What follows belongs to an exercise in optimizing a design on an open flow for a short achievable clock period and few clock cycles; a production flow would make more cautious choices. No driver is modelled on the clock port, so clocking that relies on it looks cheaper here than on a real chip.

==> umber: inputs <==
==> flow/design.v (excerpt) <==
module rv32i_core (
    input  logic Rst,
    input  logic Clk,
    output logic [31:0] imem_addr,
    input  logic [31:0] imem_rdata,
    output logic        dmem_re,
    output logic        dmem_we,
    output logic [1:0]  dmem_size,
    output logic [31:0] dmem_addr,
    output logic [31:0] dmem_wdata,
    input  logic [31:0] dmem_rdata,
    output logic        retire_valid,
    output logic [31:0] retire_pc,
    output logic        retire_we,
    output logic [4:0]  retire_rd,
    output logic [31:0] retire_wdata
);
    localparam int BN   = 8;             
    localparam int TH   = 15;            
    localparam int TW   = TH - 1;
    localparam int GH   = 15;            
    localparam int LW   = 6;             
    localparam logic [LW-1:0] LMAX = '1;
    logic        stall, redirect;
    logic [31:0] pc_f, pcx_f, ia_f;
    logic        first, firstb;
    logic        v_d;
    logic [31:0] ir_d, pc_d;
    logic        pt_d;
    logic [GH:2] ptgt_d;
    logic [31:0] imm_d, timm_d;
    logic        v_e;
    logic [31:0] pc_e, pc4_e, tgt_e;
    logic [GH:2] ptgt_e;
    logic        pt_e;
    logic [31:0] a_e, b_e, sd_e;
    logic        fa_e, fb_e, fs_e, nf_e;
    logic        sub_e, sra_e;
  ...
clock: 12.0 ns
lec_check: 0
abc_clock_period_in_ps: 2000
cap_margin: 30
core_margin: 2
core_utilization: 40
gpl_timing_driven: 1
slew_margin: 20
standard.sh (not shown) runs the stock make flow with config.mk's settings and CLKGATE_MAP_FILE= SYNTH_SCRIPT=/design/flow/synth_recipe.tcl, a recipe that flattens the netlist after the stock synthesis.
==> flow/flow/run.sh <==
#!/bin/bash
set -euo pipefail
export MOVE_PATTERNS='ret_* st_m* re_m* sz_m* sd_m*'
bash standard.sh SETUP_SLACK_MARGIN=8.5 TNS_END_PERCENT=100 MATCH_CELL_FOOTPRINT=0 \
  POST_RESIZE_TCL=$PWD/flow/post_rsz.tcl finish > standard_flow.log 2>&1
==> flow/flow/post_rsz.tcl <==
# Move each flip-flop that drives only an output port's buffer, and whose name
# matches one of MOVE_PATTERNS, next to that buffer (detailed placement then
# legalizes it).
set block [ord::get_db_block]
set moved 0
foreach port [get_ports -filter "direction == output"] {
  set pnet [get_nets [get_full_name $port]]
  foreach drv [get_pins -of_objects $pnet -filter "direction == output"] {
    set buf [get_cells -of_objects $drv]
    set bin [get_pins -of_objects $buf -filter "direction == input"]
    set inet [get_nets -of_objects $bin]
    if {[llength [get_pins -of_objects $inet]] != 2} { continue }
    foreach d2 [get_pins -of_objects $inet -filter "direction == output"] {
      set ff [get_cells -of_objects $d2]
      if {[llength [get_pins -of_objects $ff -filter "name == CLK"]] != 1} { continue }
      set name [get_full_name $ff]
      set hit 0
      foreach pat $::env(MOVE_PATTERNS) { if {[string match $pat $name]} { set hit 1 } }
      if {!$hit} { continue }
      set bi [sta::sta_to_db_inst $buf]
      set fi [sta::sta_to_db_inst $ff]
      lassign [$bi getLocation] x y
      $fi setLocation $x $y
      incr moved
    }
  }
}
puts "post_rsz: moved $moved output flip-flops next to their port buffers"
estimate_parasitics -placement
==> indigo (differences from umber) <==
--- a/flow/design.v
+++ b/flow/design.v
@@ -31,22 +31,24 @@
     logic [31:0] imm_d, timm_d;
     logic        v_e;
     logic [31:0] pc_e, pc4_e, tgt_e;
     logic [GH:2] ptgt_e;
     logic        pt_e;
     logic [31:0] a_e, b_e, sd_e;
+    logic [31:0] im_e;               
     logic        fa_e, fb_e, fs_e, nf_e;
+    logic        fan_e, fbn_e;       
     logic        sub_e, sra_e;
     logic        s_add_e, s_sll_e, s_slt_e, s_sltu_e, s_xor_e, s_srx_e, s_or_e, s_and_e, s_link_e;
     logic        is_br_e, is_jalr_e, is_ld_e, is_st_e, is_ctl_e, we_e;
     logic        c_eq_e, c_lt_e, c_ltu_e, c_inv_e;
-    logic        force_tk_e, m_nt_e;
+    logic        force_tk_e, m_nt_e, sk_e;
     logic [4:0]  rd_e;
     logic [2:0]  f3_e;
-    logic        v_m, re_m, st_m, we_m, is_ld_m, upd_m, tk_m, rdr_m;
-    logic [31:0] pc_m, res_m, addr_m, sd_m, tgt_m, rpn_m;
+    logic        v_m, re_m, st_m, we_m, is_ld_m, upd_m, tk_m, rdr_m, skill_m;
+    logic [31:0] pc_m, res_m, reswn_m, addr_m, sd_m, tgt_m, rpn_m, rptn_m;
     logic        jalr_m;
     logic [4:0]  rd_m;
     logic        lb_m, lh_m, ls_m;
     logic [1:0]  sz_m;
     logic        ret_v, ret_we;
     logic [31:0] ret_pc, ret_wd;
@@ -71,13 +73,13 @@
         end
     end
     assign f_hit = |(fm & btb_p);
     assign pc_f4 = pc_f + 32'd4;
     logic [31:0] pc_slow;
     always_comb begin
-        if (rdr_m)      pc_slow = !tk_m ? rpn_m : jalr_m ? addr_m : tgt_m;
+        if (rdr_m)      pc_slow = !tk_m ? rpn_m : jalr_m ? ~rptn_m : tgt_m;
         else if (stall) pc_slow = pc_f;
         else if (f_hit) pc_slow = {pc_f[31:GH+1], f_tgt, 2'b00};
         else            pc_slow = pc_f4;
     end
     logic fred_t, fred_n, fred;
     always_comb begin
@@ -153,33 +155,33 @@
     logic [31:0] rf [32];
     logic [31:0] rv;
     logic [31:0] rf1, rf2, r1, r2;
     assign rf1 = rv[rs1] ? rf[rs1] : 32'd0;
     assign rf2 = rv[rs2] ? rf[rs2] : 32'd0;
     logic [31:0] ld, mv;
-    assign mv = is_ld_m ? ld : res_m;
+    assign mv = is_ld_m ? ld : ~reswn_m;
     always_ff @(posedge Clk) begin
         if (v_m && we_m) rf[rd_m] <= mv;
     end
     always_ff @(posedge Clk or posedge Rst) begin
         if (Rst)              rv <= 32'd0;
         else if (v_m && we_m) rv[rd_m] <= 1'b1;
     end
     logic h1e, h1m, h2e, h2m;
-    assign h1e = v_e && we_e && (rd_e == rs1);
+    assign h1e = v_e && !skill_m && we_e && (rd_e == rs1);
     assign h1m = v_m && we_m && (rd_m == rs1);
-    assign h2e = v_e && we_e && (rd_e == rs2);
+    assign h2e = v_e && !skill_m && we_e && (rd_e == rs2);
     assign h2m = v_m && we_m && (rd_m == rs2);
     assign r1 = h1m ? mv : rf1;
     assign r2 = h2m ? mv : rf2;
     assign stall = v_d && v_e && is_ld_e && ((use1 && h1e) || (use2 && h2e));
     logic [31:0] tgt_d;
     assign tgt_d  = pc_d + timm_d;
     always_ff @(posedge Clk or posedge Rst) begin
         if (Rst) v_e <= 1'b0;
-        else     v_e <= v_d && !stall && !rdr_m && !fred;
+        else     v_e <= v_d && !stall && !rdr_m && !fred && !fkill;
     end
     always_ff @(posedge Clk) begin
         pc_e   <= pc_d;
         pc4_e  <= pc_d + 32'd4;
         tgt_e  <= tgt_d;
         rd_e   <= rd;
@@ -189,15 +191,18 @@
         is_jalr_e <= is_jalr;
         is_ld_e   <= is_ld;
         is_st_e   <= is_st;
         is_ctl_e  <= is_br | is_jal;
         a_e  <= (use1 && h1e) ? 32'd0 : is_auipc ? pc_d : is_lui ? 32'd0 : r1;
         fa_e <= use1 && h1e;
+        fan_e <= !(use1 && h1e);
         nf_e <= !(use1 && h1e) && !(!use_imm && h2e) && !is_jalr;
         b_e  <= use_imm ? imm : h2e ? 32'd0 : r2;
+        im_e <= imm;
         fb_e <= !use_imm && h2e;
+        fbn_e <= !(!use_imm && h2e);
         sd_e <= h2e ? 32'd0 : r2;
         fs_e <= is_st && h2e;
         sub_e    <= (is_alur && f3 == 3'b000 && i30);
         sra_e    <= i30;
         s_add_e  <= !(is_alui | is_alur | is_jal | is_jalr) || ((is_alui | is_alur) && f3 == 3'b000);
         s_sll_e  <= (is_alui | is_alur) && f3 == 3'b001;
@@ -211,27 +216,49 @@
         c_eq_e  <= (f3[2] == 1'b0);
         c_lt_e  <= (f3[2:1] == 2'b10);
         c_ltu_e <= (f3[2:1] == 2'b11);
         c_inv_e <= f3[0];
         force_tk_e <= is_jal | is_jalr;
         m_nt_e     <= pt_d;
+        sk_e       <= is_br && !pt_d && (timm_d == 32'd8);
         pt_e       <= pt_d && !is_jalr;
         ptgt_e     <= ptgt_d;
     end
     logic [31:0] a, b, sd;
     assign a  = ({32{fa_e}} & res_m) | a_e;
     assign b  = ({32{fb_e}} & res_m) | b_e;
     assign sd = ({32{fs_e}} & res_m) | sd_e;
     logic [32:0] sum33;
     logic [31:0] sum;
-    assign sum33 = {a, 1'b1} + {b ^ {32{sub_e}}, sub_e};
+    logic [31:0] aa, ba;
+    assign aa    = ({32{!fan_e}} & res_m) | a_e;
+    assign ba    = ({32{!fbn_e}} & res_m) | b_e;
+    assign sum33 = {aa, 1'b1} + {ba ^ {32{sub_e}}, sub_e};
     assign sum   = sum33[32:1];
+    logic [31:0] asum;
+    assign asum  = aa + im_e;
+    logic eqf, ltf, ltuf;
+    assign eqf  = (a_e == b_e);
+    assign ltf  = ($signed(a_e) < $signed(b_e));
+    assign ltuf = (a_e < b_e);
+    logic eq10, lt10, ltu10, eq01, lt01, ltu01;
+    assign eq10  = (res_m == b_e);
+    assign lt10  = ($signed(res_m) < $signed(b_e));
+    assign ltu10 = (res_m < b_e);
+    assign eq01  = (a_e == res_m);
+    assign lt01  = ($signed(a_e) < $signed(res_m));
+    assign ltu01 = (a_e < res_m);
+    logic c00, c10, c01, c11;
+    assign c00 = !fa_e && !fb_e;
+    assign c10 =  fa_e && !fb_e;
+    assign c01 = !fa_e &&  fb_e;
+    assign c11 =  fa_e &&  fb_e;
     logic eq, lt, ltu;
-    assign eq  = (a == b);
-    assign lt  = ($signed(a) < $signed(b));
-    assign ltu = (a < b);
+    assign eq  = (c00 & eqf)  | (c10 & eq10)  | (c01 & eq01) | c11;
+    assign lt  = (c00 & ltf)  | (c10 & lt10)  | (c01 & lt01);
+    assign ltu = (c00 & ltuf) | (c10 & ltu10) | (c01 & ltu01);
     logic [31:0] sll, srx;
     logic [32:0] sr33;
     assign sll  = a << b[4:0];
     assign sr33 = $signed({sra_e & a[31], a}) >>> b[4:0];
     assign srx  = sr33[31:0];
     logic [31:0] alu;
@@ -243,52 +270,57 @@
                | ({32{s_srx_e}}  & srx)
                | ({32{s_or_e}}   & (a | b))
                | ({32{s_and_e}}  & (a & b))
                | ({32{s_link_e}} & pc4_e);
     logic taken;
     assign taken = is_br_e ? (((c_eq_e & eq) | (c_lt_e & lt) | (c_ltu_e & ltu)) ^ c_inv_e) : force_tk_e;
-    logic ve, tgt_ok, red_t, red_n;
-    assign ve       = v_e && !rdr_m;
+    logic ve, skp, tgt_ok, red_t, red_n;
+    assign ve       = v_e && !rdr_m && !skill_m;
+    assign skp      = sk_e && v_d && !pt_d;
     assign tgt_ok   = pt_e && (tgt_e == {pc_e[31:GH+1], ptgt_e, 2'b00});
-    assign red_t    = ve && !tgt_ok;
+    assign red_t    = ve && !tgt_ok && !skp;
     assign red_n    = ve && m_nt_e;
     assign redirect = !nf_e && (taken ? red_t : red_n);
-    logic eqf, ltf, ltuf, takenf;
-    assign eqf    = (a_e == b_e);
-    assign ltf    = ($signed(a_e) < $signed(b_e));
-    assign ltuf   = (a_e < b_e);
+    logic takenf;
     assign takenf = is_br_e ? (((c_eq_e & eqf) | (c_lt_e & ltf) | (c_ltu_e & ltuf)) ^ c_inv_e) : force_tk_e;
     assign fred_t = nf_e && takenf && red_t;
     assign fred_n = nf_e && !takenf && red_n;
     assign fred   = fred_t || fred_n;
+    logic fkill, skill;
+    assign fkill  = nf_e && takenf && ve && skp;
+    assign skill  = !nf_e && taken && ve && skp;
     always_ff @(posedge Clk or posedge Rst) begin
         if (Rst) begin
             rdr_m <= 1'b0;
+            skill_m <= 1'b0;
             v_m   <= 1'b0;
             re_m  <= 1'b0;
             st_m  <= 1'b0;
         end else begin
             rdr_m <= redirect;
+            skill_m <= skill;
             v_m   <= ve;
             re_m  <= ve && is_ld_e;
             st_m  <= ve && is_st_e;
         end
     end
     always_ff @(posedge Clk) begin
         jalr_m  <= is_jalr_e;
+        rptn_m  <= ~asum;    
         rpn_m   <= pc4_e;
         pc_m    <= pc_e;
         we_m    <= we_e;
         rd_m    <= rd_e;
         lb_m    <= (f3_e[1:0] == 2'b00);
         lh_m    <= (f3_e[1:0] == 2'b01);
         ls_m    <= !f3_e[2];
         sz_m    <= f3_e[1:0];
         is_ld_m <= is_ld_e;
         res_m   <= alu;
-        addr_m  <= sum;
+        reswn_m <= ~alu;
+        addr_m  <= asum;
         sd_m    <= sd;
         tgt_m   <= tgt_e;
         upd_m   <= ve && is_ctl_e;
         tk_m    <= taken;
     end
     assign dmem_re    = re_m;
==> flow/flow/run.sh (replaced) <==
#!/bin/bash
set -euo pipefail
export MOVE_PATTERNS='ret_* st_m* re_m* sz_m* sd_m*'
export SPLIT_CLOCK_PORT=Clk
export EXTRA_MARGINS='8.0 8.5 8.5'
bash standard.sh SETUP_SLACK_MARGIN=8.5 TNS_END_PERCENT=100 MATCH_CELL_FOOTPRINT=0 \
  POST_RESIZE_TCL=$PWD/flow/post_rsz.tcl POST_CTS_TCL=$PWD/flow/post_cts_split.tcl \
  finish > standard_flow.log 2>&1
==> flow/flow/post_cts_split.tcl (new file) <==
# Split the clock tree's root buffer in two: a second root buffer, also
# driven by the clock port, takes over the half of the root's loads that lie
# on one side; each root is placed at the centre of its loads.
set block [ord::get_db_block]
set db [ord::get_db]
set cport $::env(SPLIT_CLOCK_PORT)
set cnet [$block findNet $cport]
set root ""
foreach it [$cnet getITerms] {
  if {[$it isInputSignal]} { set root [$it getInst] }
}
set rnet [[$root findITerm X] getNet]
set loads {}
foreach it [$rnet getITerms] {
  if {[$it isInputSignal]} {
    lassign [[$it getInst] getLocation] x y
    lappend loads [list $it $x $y]
  }
}
set n [llength $loads]
# split along the longer side of the loads' bounding box, at the median
set xs [lsort -integer [lmap l $loads {lindex $l 1}]]
set ys [lsort -integer [lmap l $loads {lindex $l 2}]]
set dx [expr {[lindex $xs end] - [lindex $xs 0]}]
set dy [expr {[lindex $ys end] - [lindex $ys 0]}]
set k [expr {$dx >= $dy ? 1 : 2}]
set sorted [lsort -integer -index $k $loads]
set half [expr {$n / 2}]
set g1 [lrange $sorted 0 [expr {$half - 1}]]
set g2 [lrange $sorted $half end]
set master [$db findMaster [[$root getMaster] getName]]
set root2 [odb::dbInst_create $block $master "[$root getName]_b"]
set net2 [odb::dbNet_create $block "[$rnet getName]_b"]
$net2 setSigType CLOCK
[$root2 findITerm A] connect $cnet
[$root2 findITerm X] connect $net2
foreach l $g2 { set it [lindex $l 0]; $it disconnect; $it connect $net2 }
proc centre {g} {
  set sx 0; set sy 0
  foreach l $g { set sx [expr {$sx + [lindex $l 1]}]; set sy [expr {$sy + [lindex $l 2]}] }
  list [expr {$sx / [llength $g]}] [expr {$sy / [llength $g]}]
}
lassign [centre $g1] x1 y1
lassign [centre $g2] x2 y2
$root setLocation $x1 $y1
$root2 setLocation $x2 $y2
$root2 setPlacementStatus PLACED
puts "split_root: [$root getName] keeps [llength $g1] loads, [$root2 getName] takes [llength $g2]"
detailed_placement
estimate_parasitics -placement

# More rounds of setup repair after clock tree synthesis, aiming at rising
# margins.
foreach m $::env(EXTRA_MARGINS) {
  repair_timing -setup -setup_margin $m -repair_tns 100 -verbose
  detailed_placement
  estimate_parasitics -placement
}
report_worst_slack -max
- ABC_CLOCK_PERIOD_IN_PS: 2000 -> 3500
==> results.txt <==
Against indigo, the cell area of umber is smaller by about 5.4%.
Via count: indigo is larger than umber (5.7%).
Between indigo and umber, the lower cell count is in umber (gap about 7%, measured against umber).
In register-to-register slack, umber and indigo hardly differ.
Function was not checked in any run of this note: the RTL went through the layout flow alone.

==> static timing again, ports no longer ideal <==
No port has a modelled driver above. Below, the same layouts with a new extraction and two added sets of constraints.
Step 1, drivers: a clkbuf_16 drives Clk and a buf_2 each remaining input, both assumed.
Step 2 adds t to the input delays and takes it off the output delays; t is the mean of the earliest and latest rising clock arrival at the registers after step 1. Input paths then give back, and output paths get back, about the clock's delay inside the block.
a / b / c = ideal ports / drivers / drivers and shift; a / b = the first two.
| run | shift t [ns] | slack for setup (ns) | hold WS [ns] | worst setup path after step 2 |
|---|---|---|---|---|
| umber | 0.978 | 8.134 / 8.045 / 7.501 | 0.323 / 0.323 / 0.323 | input to register |
| indigo | 0.858 | 8.130 / 8.130 / 7.617 | 0.284 / 0.284 / 0.284 | input to register |
After both steps setup and hold are still met in every run listed. For umber, which loses most, drivers alone change the setup slack by -0.089 ns; drivers and shift together by -0.633 ns.
